This is an optimization exercise on Yosys and OpenROAD, whose aim is small area and a short achievable clock period, not a production implementation.
Only simulation tests tie the RTL to the original design; equivalence was not proved.
No activity file was given, so power comes from the tool's default toggle rates.

Setup of job 5837:
## alu
module alu(
           clk,
           rst_n,
           src1,
           src2,
           ALU_control,
           result,
           zero,
           cout,
           overflow
           );
input           clk;
input           rst_n;
input  [32-1:0] src1;
input  [32-1:0] src2;
input   [4-1:0] ALU_control;
output [32-1:0] result;
output          zero;
output          cout;
output          overflow;
  wire is_and = (ALU_control == 4'b0000);
  wire is_or  = (ALU_control == 4'b0001);
  wire is_add = (ALU_control == 4'b0010);
  wire is_sub = (ALU_control == 4'b0110);
  wire is_slt = (ALU_control == 4'b0111);
  wire is_nor = (ALU_control == 4'b1100);
  wire arith  = is_add | is_sub;
  wire        inv = ALU_control[2];
  wire [31:0] b   = src2 ^ {32{inv}};
  wire [31:0] x   = src1 ^ src2;
  wire [31:0] p   = x ^ {32{inv}};
  wire [31:0] g   = src1 & b;
  wire [31:0] g0 = {g[31:1], g[0] | (p[0] & inv)};
  wire [31:0] p0 = p;
  wire G0_1 = g0[1] | (p0[1] & g0[0]);
  wire G0_3 = g0[3] | (p0[3] & g0[2]);
  wire P0_3 = p0[3] & p0[2];
  wire G0_5 = g0[5] | (p0[5] & g0[4]);
  wire P0_5 = p0[5] & p0[4];
  wire G0_7 = g0[7] | (p0[7] & g0[6]);
  wire P0_7 = p0[7] & p0[6];
  wire G0_9 = g0[9] | (p0[9] & g0[8]);
  wire P0_9 = p0[9] & p0[8];
  wire G0_11 = g0[11] | (p0[11] & g0[10]);
  wire P0_11 = p0[11] & p0[10];
  wire G0_13 = g0[13] | (p0[13] & g0[12]);
  wire P0_13 = p0[13] & p0[12];
  ...
Settings: LEC_CHECK=0, CAP_MARGIN=20, CORE_MARGIN=2, CORE_UTILIZATION=60, CTS_BUF_LIST=sky130_fd_sc_hd__clkbuf_4, PLACE_DENSITY=0.75, SLEW_MARGIN=20; clock period 11.0 ns.
standard.sh (not shown) runs the stock make flow with config.mk's settings and CLKGATE_MAP_FILE= SYNTH_SCRIPT=/design/flow/synth_recipe.tcl, a recipe that flattens the netlist after the stock synthesis.
==> flow/flow/run.sh <==
#!/bin/bash
# Layout flow: the standard layout, with two changes.
# 1. Synthesis is the standard synthesis (synth_recipe.tcl, so -nofsm -noshare,
#    flatten and the same renames) except that Yosys does not extract full and
#    half adder cells, and ABC maps the logic with flow/abc.script instead of
#    the ORFS speed script. The registers are the standard synthesis's.
# 2. The port buffers are the small plain buffer instead of the default
#    delay-buffer cell, and the resizer's setup repair aims for a slack margin.
# Each tool's output goes to a log of its own in the work folder.
set -euo pipefail
here=$(pwd)
{ head -n 1 synth_recipe.tcl
  cat <<'EOT'
# ABC with this flow's own script
proc abc {args} {
  set i [lsearch -exact $args -script]
  if {$i >= 0} { lset args [expr {$i + 1}] $::env(OWN_ABC_SCRIPT) }
  yosys abc {*}$args
}
EOT
  tail -n +2 synth_recipe.tcl
} > own_synth.tcl
sed -e "s#SYNTH_SCRIPT=[^ ]*#SYNTH_SCRIPT=$here/own_synth.tcl ADDER_MAP_FILE=#" standard.sh > own_synth.sh
export OWN_ABC_SCRIPT=$here/flow/abc.script
bash own_synth.sh synth > synth.log 2>&1
export BUFFER_PORTS_ARGS="-buffer_cell sky130_fd_sc_hd__buf_1"
export SETUP_SLACK_MARGIN=6.25
bash standard.sh > layout.log 2>&1
==> flow/flow/abc.script <==
strash
&get -n
&st
&dch -f
&nf -R 1000
&dch -f
&nf -R 1000
&put
topo
buffer -c
upsize -c
dnsize -c
stime -c
Input-level comparison between job 6786 and job 5837:
- GPL_ROUTABILITY_DRIVEN: unset -> 0
- PLACE_DENSITY: 0.75 -> unset
==> comparison <==
For the setup slack, job 6786 came in 0.016 ns higher than job 5837 did. From job 5837 to job 6786 the numbers moved as follows: switching power as a share of total power now sits at about the same level, overall fraction of global-route tracks in use shrank by 0.37 points. Job 6786 against job 5837; wire length of the first global-routing pass is down slightly. Per the comparison of job 6786 with job 5837, utilization after layout lower, instance count on the critical path lower, power lower.
Setup changes, job 6786 to job 2896
- clearing GPL_ROUTABILITY_DRIVEN, which used to be 0
- swapping 60 for 50 in CORE_UTILIZATION
Notes after the runs:
Job 6786 → job 2896: global routing usage on met3 saw a decrease, worst supply voltage drop on vdd saw a decrease, cell area after layout saw an increase, combinational logic power saw little to no change.
[inputs] job 2631 vs job 2896
- swapping 50 for 60 in CORE_UTILIZATION
diff --git a/flow/flow/run.sh b/flow/flow/run.sh
--- a/flow/flow/run.sh
+++ b/flow/flow/run.sh
@@ -26,3 +26,8 @@
 export BUFFER_PORTS_ARGS="-buffer_cell sky130_fd_sc_hd__buf_1"
-export SETUP_SLACK_MARGIN=6.25
+MARGINS=(6.25 6.4 6.25)
+export SETUP_SLACK_MARGIN=${MARGINS[0]}
+bash standard.sh place > layout_place.log 2>&1
+export SETUP_SLACK_MARGIN=${MARGINS[1]}
+bash standard.sh cts > layout_cts.log 2>&1
+export SETUP_SLACK_MARGIN=${MARGINS[2]}
 bash standard.sh > layout.log 2>&1
The capturing instance or port of the critical path comes out r_result[25] in one run and r_result[22] in the other, namely in job 2631 and job 2896 respectively.
Job 2631 ends up with lower area of the die than job 2896 does.
Job 2631 ends up with a fraction of met1 tracks used by global routing that is 1.6 points higher than in job 2896.
As far as number of synthesized register bits goes, job 2631 and job 2896 are indistinguishable; the numbers are identical.
[job 2631] vertical extent of the die fell 8.3% relative to job 2896
On job 2631: fraction of the core area covered by cells at the end of the flow is 10 points higher than what job 2896 gave.
Diff job 2896 -> job 2631: overall power of the completed layout went down about 0.8%, final standard cell count with taps included and fillers excluded now sits lower, proportion of power drawn by combinational gates up 0.3 points, proportion of cell area occupied by registers held steady, peak supply drop climbed 8.4 uV.
Compared to job 2896, the routing of job 2631 uses less wire.

## afterwards: timing with drivers on the ports
In the flow no input, the clock included, has a driving cell. The finished layouts below were timed again as built, in two steps.
Step 1 sets driving cells, clkbuf_16 on the clock port and buf_2 on the other inputs (assumed; they add their load-dependent delay and slew).
Step 2 also shifts input and output timing later by t, the mid clock arrival at the registers, as if the neighbouring blocks saw the same clock.
Three values: no drivers, after step 1, after step 2; two values: the first two.
run	t (ns)	slack for setup (ns)	worst slew at a driven data input, ns
job 5837	0.372	6.415 / 6.421 / 6.048	0.04
job 6786	0.372	6.431 / 6.433 / 6.061	0.05
job 2896	0.364	6.501 / 6.504 / 6.139	0.04
job 2631	0.358	6.518 / 6.520 / 6.161	0.04
After both steps setup and hold are still met in every run listed. The setup slack of job 6786, which loses most, moves by +0.002 ns with the drivers and by -0.370 ns with both steps.
